Source: an optimization exercise on an open RTL-to-GDS flow (aim: small area and a short achievable clock period). Production flows keep margins and buffers that such runs may drop.
In this exercise RTL edits were held to simulation tests only and were not proved equivalent to the original.
Power and IR drop assume default switching activity.

Setup of north:
Design output_timing, start of the top module:
module output_timing#(
  parameter HFP_WIDTH=8,
  parameter HSW_WIDTH=4,
  parameter HBP_WIDTH=8,
  parameter HACTIVE_WIDTH=16,
  parameter DATA_WIDTH=8,
  parameter VFP_WIDTH=8,
  parameter VSW_WIDTH=4,
  parameter VBP_WIDTH=8,
  parameter VACTIVE_WIDTH=16
)(
  input                       clk,
  input                       rst_n,
  input                       sync_en,
  input                       hpol_i,
  input [HFP_WIDTH-1:0]       hfp_i,
  input [HSW_WIDTH-1:0]       hsw_i,
  input [HBP_WIDTH-1:0]       hbp_i,
  input [HACTIVE_WIDTH-1:0]   hactive_i,
  input [VFP_WIDTH-1:0]       vfp_i,
  input [VSW_WIDTH-1:0]       vsw_i,
  input [VBP_WIDTH-1:0]       vbp_i,
  input [VACTIVE_WIDTH-1:0]   vactive_i,
  input [DATA_WIDTH-1:0]      datar_i,
  input [DATA_WIDTH-1:0]      datag_i,
  input [DATA_WIDTH-1:0]      datab_i,
  output [DATA_WIDTH-1:0]     datar_o,
  output [DATA_WIDTH-1:0]     datag_o,
  output [DATA_WIDTH-1:0]     datab_o,
  output                      hsync_o,
  output                      vsync_o,
  output                      de_o
);
Settings: LEC_CHECK=0, CAP_MARGIN=20, CORE_MARGIN=2, CORE_UTILIZATION=65, SLEW_MARGIN=20, TNS_END_PERCENT=50; clock period 8.0 ns.
standard.sh (not shown) runs the stock make flow with config.mk's settings and CLKGATE_MAP_FILE= SYNTH_SCRIPT=/design/flow/synth_recipe.tcl, a recipe that flattens the netlist after the stock synthesis.
==> flow/flow/run.sh <==
#!/bin/bash
# Standard ORFS layout, with plain buf_1 cells as the port buffers instead of
# the default delay-buffer cells, and timing repair aiming at 5.0 ns of setup
# slack.  Each tool's log is under orfs/logs/; make's output is in flow_make.log.
set -euo pipefail
bash standard.sh "BUFFER_PORTS_ARGS=-buffer_cell sky130_fd_sc_hd__buf_1" SETUP_SLACK_MARGIN=5.0 finish > flow_make.log 2>&1
Relative to north, the following input files were edited for south:
- removing TNS_END_PERCENT (formerly 50)
- changing CORE_UTILIZATION from 65 to 60
==> flow/flow/run.sh <==
#!/bin/bash
# Standard ORFS layout, with plain buf_2 cells as the port buffers instead of
# the default delay-buffer cells, and timing repair aiming at 5.4 ns of setup
# slack.  Each tool's log is under orfs/logs/; make's output is in flow_make.log.
set -euo pipefail
bash standard.sh "BUFFER_PORTS_ARGS=-buffer_cell sky130_fd_sc_hd__buf_2" SETUP_SLACK_MARGIN=5.4 finish > flow_make.log 2>&1
### Flow results
south: done, clean on timing, DRC and antenna
south against north: fraction of area in multi-input gates down 1.9 points, setup slack after placement moved up, delay of the slowest critical-path stage shows an increase of 100 ps.
Relative to north, the post-CTS repair timing setup buffer count of south is higher by 6.
Of the two candidates, north has the better total power and south the worse one.
In the tables for south and north, met2 routed wirelength reads higher with south.
Final worst hold slack across south and north: no real change.
south supports a higher top clock frequency than north.
north has lower layout-stage area growth over the synthesis result than south.
Input changes introduced in east (baseline for comparison: south):
- CORE_UTILIZATION now 70, was 60
==> flow/flow/run.sh <==
#!/bin/bash
# Standard ORFS layout, with plain buf_1 cells as the port buffers instead of
# the default delay-buffer cells, and timing repair aiming at 5.0 ns of setup
# slack.  Each tool's log is under orfs/logs/; make's output is in flow_make.log.
set -euo pipefail
bash standard.sh "BUFFER_PORTS_ARGS=-buffer_cell sky130_fd_sc_hd__buf_1" SETUP_SLACK_MARGIN=5.0 finish > flow_make.log 2>&1
[summary]
Relative to south, the number of vias in the routed layout of east is lower by about 1.9%. east reached the end of the flow, and the finished layout is clean on the timing, DRC and antenna checks. Diff south -> east: routed wire length on met2 down 9.5%, met1 track demand over resource went up 2.5 points, fraction of area in registers has increased, worst slew margin relative to its limit picked up an extra 4.1 points, critical path depth now larger. The combinational power of east falls short of that of south by about 16%. Setup WNS south -> east: worse. south -> east: via count of the first global-routing pass decreased by a few percent. Min global-route usage across south and east: south. Diff south -> east | buffer and inverter count on the worst path | decrease of 1.
The following lists how west was set up differently from east:
- CORE_UTILIZATION now 40, was 70
==> flow/flow/run.sh <==
#!/bin/bash
# Standard ORFS layout, with plain buf_2 cells as the port buffers instead of
# the default delay-buffer cells, and timing repair aiming at 5.2 ns of setup
# slack.  Each tool's log is under orfs/logs/; make's output is in flow_make.log.
set -euo pipefail
bash standard.sh "BUFFER_PORTS_ARGS=-buffer_cell sky130_fd_sc_hd__buf_2" SETUP_SLACK_MARGIN=5.2 finish > flow_make.log 2>&1
### Flow results
west vs east: first-pass GRT wire length up by a little under 10%. Diff east -> west: final cell count without fillers has increased, critical path depth in cells has decreased, combinational share of power has decreased, number of enable flip-flop cells after synthesis has remained practically unchanged. Cmp west and east / worst setup slack / lower: east. Run comparison: east most frequent standard cell in the layout excluding fill and tap cells sky130_fd_sc_hd__buf_1; west most frequent standard cell in the layout excluding fill and tap cells sky130_fd_sc_hd__buf_2.
Input changes introduced in middle (baseline for comparison: west):
- CORE_UTILIZATION: 40 -> 55
==> flow/flow/run.sh <==
#!/bin/bash
# Standard ORFS layout, with plain buf_2 cells as the port buffers instead of
# the default delay-buffer cells, and timing repair aiming at 5.0 ns of setup
# slack.  Each tool's log is under orfs/logs/; make's output is in flow_make.log.
set -euo pipefail
bash standard.sh "BUFFER_PORTS_ARGS=-buffer_cell sky130_fd_sc_hd__buf_2" SETUP_SLACK_MARGIN=5.0 finish > flow_make.log 2>&1
--- outcome ---
Count of placed standard cells in the final layout, fillers left out | middle below west
Overall power consumption shrinks by a little under 10% when moving from west to middle.
The sequential fraction of total cell area in middle sits 2.1 points above the value recorded for west.
Lower switching power share of the total goes to west over middle.
Global-route wire length before repair in middle vs west: up 0.67%
On worst stage delay on the critical path, the lower figure sits with middle, not west.
Summary of the comparison: iteration count of the initial detailed-routing pass is higher in middle, relative to west.
Compared with west, in middle clock power went down; met3 wire length went up.

* * *

Setup of garnet:
Starting RTL as in the previous note.
Settings: LEC_CHECK=0, CAP_MARGIN=20, CORE_MARGIN=2, CORE_UTILIZATION=65, SLEW_MARGIN=20; clock period 8.0 ns.
==> flow/flow/run.sh <==
#!/bin/bash
# Standard ORFS layout, with plain buf_1 cells as the port buffers instead of
# the default delay-buffer cells, and timing repair aiming at 5.2 ns of setup
# slack.  Each tool's log is under orfs/logs/; make's output is in flow_make.log.
set -euo pipefail
bash standard.sh "BUFFER_PORTS_ARGS=-buffer_cell sky130_fd_sc_hd__buf_1" SETUP_SLACK_MARGIN=5.2 finish > flow_make.log 2>&1
garnet completed every stage of the flow, and the final layout passed the timing, DRC and antenna checks.
Inputs modified between garnet and juniper:
# garnet
export LEC_CHECK = 0
export CAP_MARGIN = 20
export CORE_MARGIN = 2
export CORE_UTILIZATION = 65
export SLEW_MARGIN = 20
create_clock -name core_clock -period 8.0 [get_ports {clk}]
# juniper
export LEC_CHECK = 0
export ABC_AREA = 1
export CAP_MARGIN = 20
export CORE_MARGIN = 2
export CORE_UTILIZATION = 65
export SLEW_MARGIN = 20
create_clock -name core_clock -period 8.0 [get_ports {clk}]
==> flow/flow/run.sh <==
#!/bin/bash
# Standard ORFS layout, with plain buf_1 cells as the port buffers instead of
# the default delay-buffer cells, and timing repair aiming at 5.0 ns of setup
# slack.  Each tool's log is under orfs/logs/; make's output is in flow_make.log.
set -euo pipefail
bash standard.sh "BUFFER_PORTS_ARGS=-buffer_cell sky130_fd_sc_hd__buf_1" SETUP_SLACK_MARGIN=5.0 finish > flow_make.log 2>&1
--- outcome ---
- Max clock-cell share of area across garnet and juniper: garnet
- Compared juniper vs garnet, and design area is up in juniper.
- Per the comparison of juniper with garnet, vertical die dimension picked up an extra 7.2%, aggregate global-route resource usage picked up an extra 0.15 points.

* * *

Starting RTL as in the previous note.
clock: 8.0 ns
lec_check: 0
cap_margin: 20
core_margin: 2
core_utilization: 65
slew_margin: 20
==> flow/flow/run.sh <==
#!/bin/bash
# Standard ORFS layout, with plain buf_1 cells as the port buffers instead of
# the default delay-buffer cells, and timing repair aiming at 5.0 ns of setup
# slack.  Each tool's log is under orfs/logs/; make's output is in flow_make.log.
set -euo pipefail
bash standard.sh "BUFFER_PORTS_ARGS=-buffer_cell sky130_fd_sc_hd__buf_1" SETUP_SLACK_MARGIN=5.0 finish > flow_make.log 2>&1
The first run passed the timing, DRC and antenna checks.
Rerun with:
==> flow/flow/run.sh (replaced) <==
#!/bin/bash
# Standard ORFS layout, with plain buf_2 cells as the port buffers instead of
# the default delay-buffer cells, and timing repair aiming at 5.0 ns of setup
# slack.  Each tool's log is under orfs/logs/; make's output is in flow_make.log.
set -euo pipefail
bash standard.sh "BUFFER_PORTS_ARGS=-buffer_cell sky130_fd_sc_hd__buf_2" SETUP_SLACK_MARGIN=5.0 finish > flow_make.log 2>&1
- CORE_UTILIZATION: 65 -> 60
- GPL_TIMING_DRIVEN: default -> 0
Result: The changed run ran to the end with no violations. Critical path depth rose by 3. Hold slack stays flat. Design area rose by about 5%. Non-clock buffer count rose by 28. Total power rose by about 1.5%. Via count rose by 4.0%. Die area rose by 8.0%. Setup slack gains 5.6 ps. Register-to-register slack gains 130 ps.
Rerun with:
==> flow/flow/run.sh (replaced) <==
#!/bin/bash
# Standard ORFS layout, with plain buf_2 cells as the port buffers instead of
# the default delay-buffer cells, and timing repair aiming at 5.2 ns of setup
# slack.  Each tool's log is under orfs/logs/; make's output is in flow_make.log.
set -euo pipefail
bash standard.sh "BUFFER_PORTS_ARGS=-buffer_cell sky130_fd_sc_hd__buf_2" SETUP_SLACK_MARGIN=5.2 finish > flow_make.log 2>&1
- GPL_TIMING_DRIVEN: 0 -> default
The changed run finished clean.
Die area does not change.
Global-route usage came out lower by 0.97 points.
Area after synthesis is unchanged.
Setup slack improved by 36 ps.
First-iteration DRC count climbs by 22%.
Flip-flop and latch count does not change.
Routed wire length stays flat.
Power increases by 1.5%.
Register-to-register slack gets better by 110 ps.
Design area increases by 2.5%.
Rerun with:
==> flow/flow/run.sh (replaced) <==
#!/bin/bash
# Standard ORFS layout, with plain buf_1 cells as the port buffers instead of
# the default delay-buffer cells, and timing repair aiming at 4.9 ns of setup
# slack.  Each tool's log is under orfs/logs/; make's output is in flow_make.log.
set -euo pipefail
bash standard.sh "BUFFER_PORTS_ARGS=-buffer_cell sky130_fd_sc_hd__buf_1" SETUP_SLACK_MARGIN=4.9 finish > flow_make.log 2>&1
Register-to-register slack degrades by 300 ps.
Flip-flop and latch count does not change.
Utilization decreases by 5.5 points.
Setup slack gets worse by 100 ps.
Combinational power went down by about 13%.
First-iteration DRC count went down by about 18%.
Power decreases by about 4%.
Synthesized area does not change.
Cell count drops by about 1.5%.
Global-route usage grows by 0.23 points.
Rerun with:
==> flow/flow/run.sh (replaced) <==
#!/bin/bash
# Standard ORFS layout, with plain buf_1 cells as the port buffers instead of
# the default delay-buffer cells, and timing repair aiming at 5.0 ns of setup
# slack.  Each tool's log is under orfs/logs/; make's output is in flow_make.log.
set -euo pipefail
bash standard.sh "BUFFER_PORTS_ARGS=-buffer_cell sky130_fd_sc_hd__buf_1" SETUP_SLACK_MARGIN=5.0 finish > flow_make.log 2>&1
- CORE_UTILIZATION: 60 -> 65
- PLACE_DENSITY: default -> 0.7
Power climbs by 1.1%; count of clock-buffer cells in the layout does not change; fmax climbs by 2.0%.
Rerun with:
==> flow/flow/run.sh (replaced) <==
#!/bin/bash
# Standard ORFS layout, with plain buf_2 cells as the port buffers instead of
# the default delay-buffer cells, and timing repair aiming at 5.0 ns of setup
# slack.  Each tool's log is under orfs/logs/; make's output is in flow_make.log.
set -euo pipefail
bash standard.sh "BUFFER_PORTS_ARGS=-buffer_cell sky130_fd_sc_hd__buf_2" SETUP_SLACK_MARGIN=5.0 finish > flow_make.log 2>&1
- CORE_UTILIZATION: 65 -> 60
- PLACE_DENSITY: 0.7 -> default
=> Setup slack degrades by 43 ps; count of clock-buffer cells in the layout rose by 1; routed wire length rose by 6.1%; worst hold slack is about the same; final area rose by 3.7%; cell count rose by 1.1%; synthesized area does not change.

* * *

Starting RTL as in the previous note.
export LEC_CHECK = 0
export CAP_MARGIN = 20
export CORE_MARGIN = 2
export CORE_UTILIZATION = 65
export SLEW_MARGIN = 20
create_clock -name core_clock -period 8.0 [get_ports {clk}]
==> flow/flow/run.sh <==
#!/bin/bash
# Standard ORFS layout, with plain buf_2 cells as the port buffers instead of
# the default delay-buffer cells, and timing repair aiming at 5.0 ns of setup
# slack.  Each tool's log is under orfs/logs/; make's output is in flow_make.log.
set -euo pipefail
bash standard.sh "BUFFER_PORTS_ARGS=-buffer_cell sky130_fd_sc_hd__buf_2" SETUP_SLACK_MARGIN=5.0 finish > flow_make.log 2>&1
The first run passed the timing, DRC and antenna checks.
==> next run, changes <==
==> flow/flow/run.sh (replaced) <==
#!/bin/bash
# Standard ORFS layout, with plain buf_1 cells as the port buffers instead of
# the default delay-buffer cells, and timing repair aiming at 5.0 ns of setup
# slack.  Each tool's log is under orfs/logs/; make's output is in flow_make.log.
set -euo pipefail
bash standard.sh "BUFFER_PORTS_ARGS=-buffer_cell sky130_fd_sc_hd__buf_1" SETUP_SLACK_MARGIN=5.0 finish > flow_make.log 2>&1
- GPL_ROUTABILITY_DRIVEN: unset -> 0
Total power is higher slightly.
Non-clock buffer count is lower by 3.
Count of clock-buffer cells in the layout is higher by 1.
Global-route usage is higher by 0.58 points.
Register-to-register slack gets better by 40 ps.
Setup slack gets better by 41 ps.
==> next run, changes <==
==> flow/flow/run.sh (replaced) <==
#!/bin/bash
# Standard ORFS layout, with plain buf_2 cells as the port buffers instead of
# the default delay-buffer cells, and timing repair aiming at 5.0 ns of setup
# slack.  Each tool's log is under orfs/logs/; make's output is in flow_make.log.
set -euo pipefail
bash standard.sh "BUFFER_PORTS_ARGS=-buffer_cell sky130_fd_sc_hd__buf_2" SETUP_SLACK_MARGIN=5.0 finish > flow_make.log 2>&1
- CORE_UTILIZATION: 65 -> 60
- CTS_BUF_LIST: unset -> sky130_fd_sc_hd__clkbuf_8
- CTS_CLUSTER_SIZE: unset -> 30
- GPL_ROUTABILITY_DRIVEN: 0 -> unset
The new run completed without violations.
Clock-buffer cell count came out lower by 2.
Routed wire length goes up by a few percent.
First-iteration DRC count rose by well over a third.
==> next run, changes <==
==> flow/flow/run.sh (replaced) <==
#!/bin/bash
# Standard ORFS layout, with plain buf_1 cells as the port buffers instead of
# the default delay-buffer cells, and timing repair aiming at 5.5 ns of setup
# slack.  Each tool's log is under orfs/logs/; make's output is in flow_make.log.
set -euo pipefail
bash standard.sh "BUFFER_PORTS_ARGS=-buffer_cell sky130_fd_sc_hd__buf_1" SETUP_SLACK_MARGIN=5.5 finish > flow_make.log 2>&1
- CORE_UTILIZATION: 60 -> 65
- CTS_BUF_LIST: sky130_fd_sc_hd__clkbuf_8 -> unset
- CTS_CLUSTER_SIZE: 30 -> unset
What happened: Register-to-register slack improved by 340 ps. Via count increases by 10%. Maximum frequency increases by 2.4%. Synthesized area is unchanged. Power increases by 7.1%. Final cell count increases by 1.7%. Wire length increases by 25%. Critical path depth stays the same.
==> next run, changes <==
==> flow/flow/run.sh (replaced) <==
#!/bin/bash
# Standard ORFS layout, with plain buf_1 cells as the port buffers instead of
# the default delay-buffer cells, and timing repair aiming at 5.3 ns of setup
# slack.  Each tool's log is under orfs/logs/; make's output is in flow_make.log.
set -euo pipefail
bash standard.sh "BUFFER_PORTS_ARGS=-buffer_cell sky130_fd_sc_hd__buf_1" SETUP_SLACK_MARGIN=5.3 finish > flow_make.log 2>&1
- ABC_AREA: unset -> 1
Final cell count rose by 40%.
Core utilization fell by 7.7 points.
Maximum frequency is about the same.
Setup slack hardly moves.
Clock-buffer cell count fell by 1.
Total power fell by 2.9%.
Routed wire length fell by 2.6%.
Flip-flop and latch count stays the same.
Area after synthesis rose by 16%.
Non-clock buffer count fell by 9.
Die area rose by 15%.
==> next run, changes <==
==> flow/flow/run.sh (replaced) <==
#!/bin/bash
# Standard ORFS layout, with plain buf_1 cells as the port buffers instead of
# the default delay-buffer cells, and timing repair aiming at 5.0 ns of setup
# slack.  Each tool's log is under orfs/logs/; make's output is in flow_make.log.
set -euo pipefail
bash standard.sh "BUFFER_PORTS_ARGS=-buffer_cell sky130_fd_sc_hd__buf_1" SETUP_SLACK_MARGIN=5.0 finish > flow_make.log 2>&1
- ABC_AREA: 1 -> unset
- CORE_UTILIZATION: 65 -> 60
Effect: The changed run completed without violations. First-iteration DRC count went down by about 40%. Count of clock-buffer cells in the layout does not change. Worst setup slack is worse by 39 ps. Cell area is lower by 14%. Cell count falls by about 30%. Routed wire length went down by 19%.

==> re-timing with driven ports <==
How much do the figures lean on ideal ports? The routed layouts below were timed once more, with nothing changed but the port constraints. Step 1, drivers: a clkbuf_16 drives clk and a buf_2 each remaining input, both assumed. Step 2 times the ports against the registers' clock, not the clock port: input delays grow and output delays shrink by t, the midpoint of the rising clock arrivals with the driver on. Three values: no drivers, after step 1, after step 2; two values: the first two.
run	t (ns)	setup slack, ns	latest minus earliest clock arrival (ns)	cell pins on the clock port's net
north	0.402	4.966 / 4.974 / 4.572	0.014 / 0.014	1
south	0.409	5.039 / 5.010 / 4.601	0.017 / 0.017	1
east	0.390	4.968 / 4.955 / 4.565	0.021 / 0.021	1
west	0.391	5.053 / 5.054 / 4.664	0.009 / 0.009	1
middle	0.392	5.003 / 5.022 / 4.630	0.006 / 0.005	1
garnet	0.413	5.043 / 5.035 / 4.622	0.014 / 0.014	1
juniper	0.417	4.978 / 4.989 / 4.571	0.014 / 0.015	1
the first run of note 3	0.406	5.016 / 5.031 / 4.625	0.021 / 0.022	1
the second run of note 3	0.398	5.022 / 5.014 / 4.616	0.014 / 0.014	1
the third run of note 3	0.398	5.059 / 5.051 / 4.653	0.010 / 0.010	1
the fourth run of note 3	0.421	4.958 / 4.971 / 4.550	0.018 / 0.018	1
the fifth run of note 3	0.406	5.016 / 5.031 / 4.625	0.021 / 0.022	1
the sixth run of note 3	0.403	4.974 / 4.957 / 4.554	0.014 / 0.014	1
the first run of note 4	0.392	4.987 / 4.985 / 4.593	0.019 / 0.019	1
the second run of note 4	0.411	5.027 / 5.033 / 4.622	0.016 / 0.017	1
the third run of note 4	0.403	4.979 / 4.963 / 4.560	0.014 / 0.014	1
the fourth run of note 4	0.420	5.049 / 5.027 / 4.607	0.020 / 0.020	1
the fifth run of note 4	0.422	5.046 / 5.040 / 4.618	0.015 / 0.015	1
the sixth run of note 4	0.404	5.007 / 5.016 / 4.612	0.013 / 0.014	1
After both steps setup and hold are still met in every run listed. The setup slack of the fourth run of note 4, which loses most, moves by -0.022 ns with the drivers and by -0.442 ns with both steps.
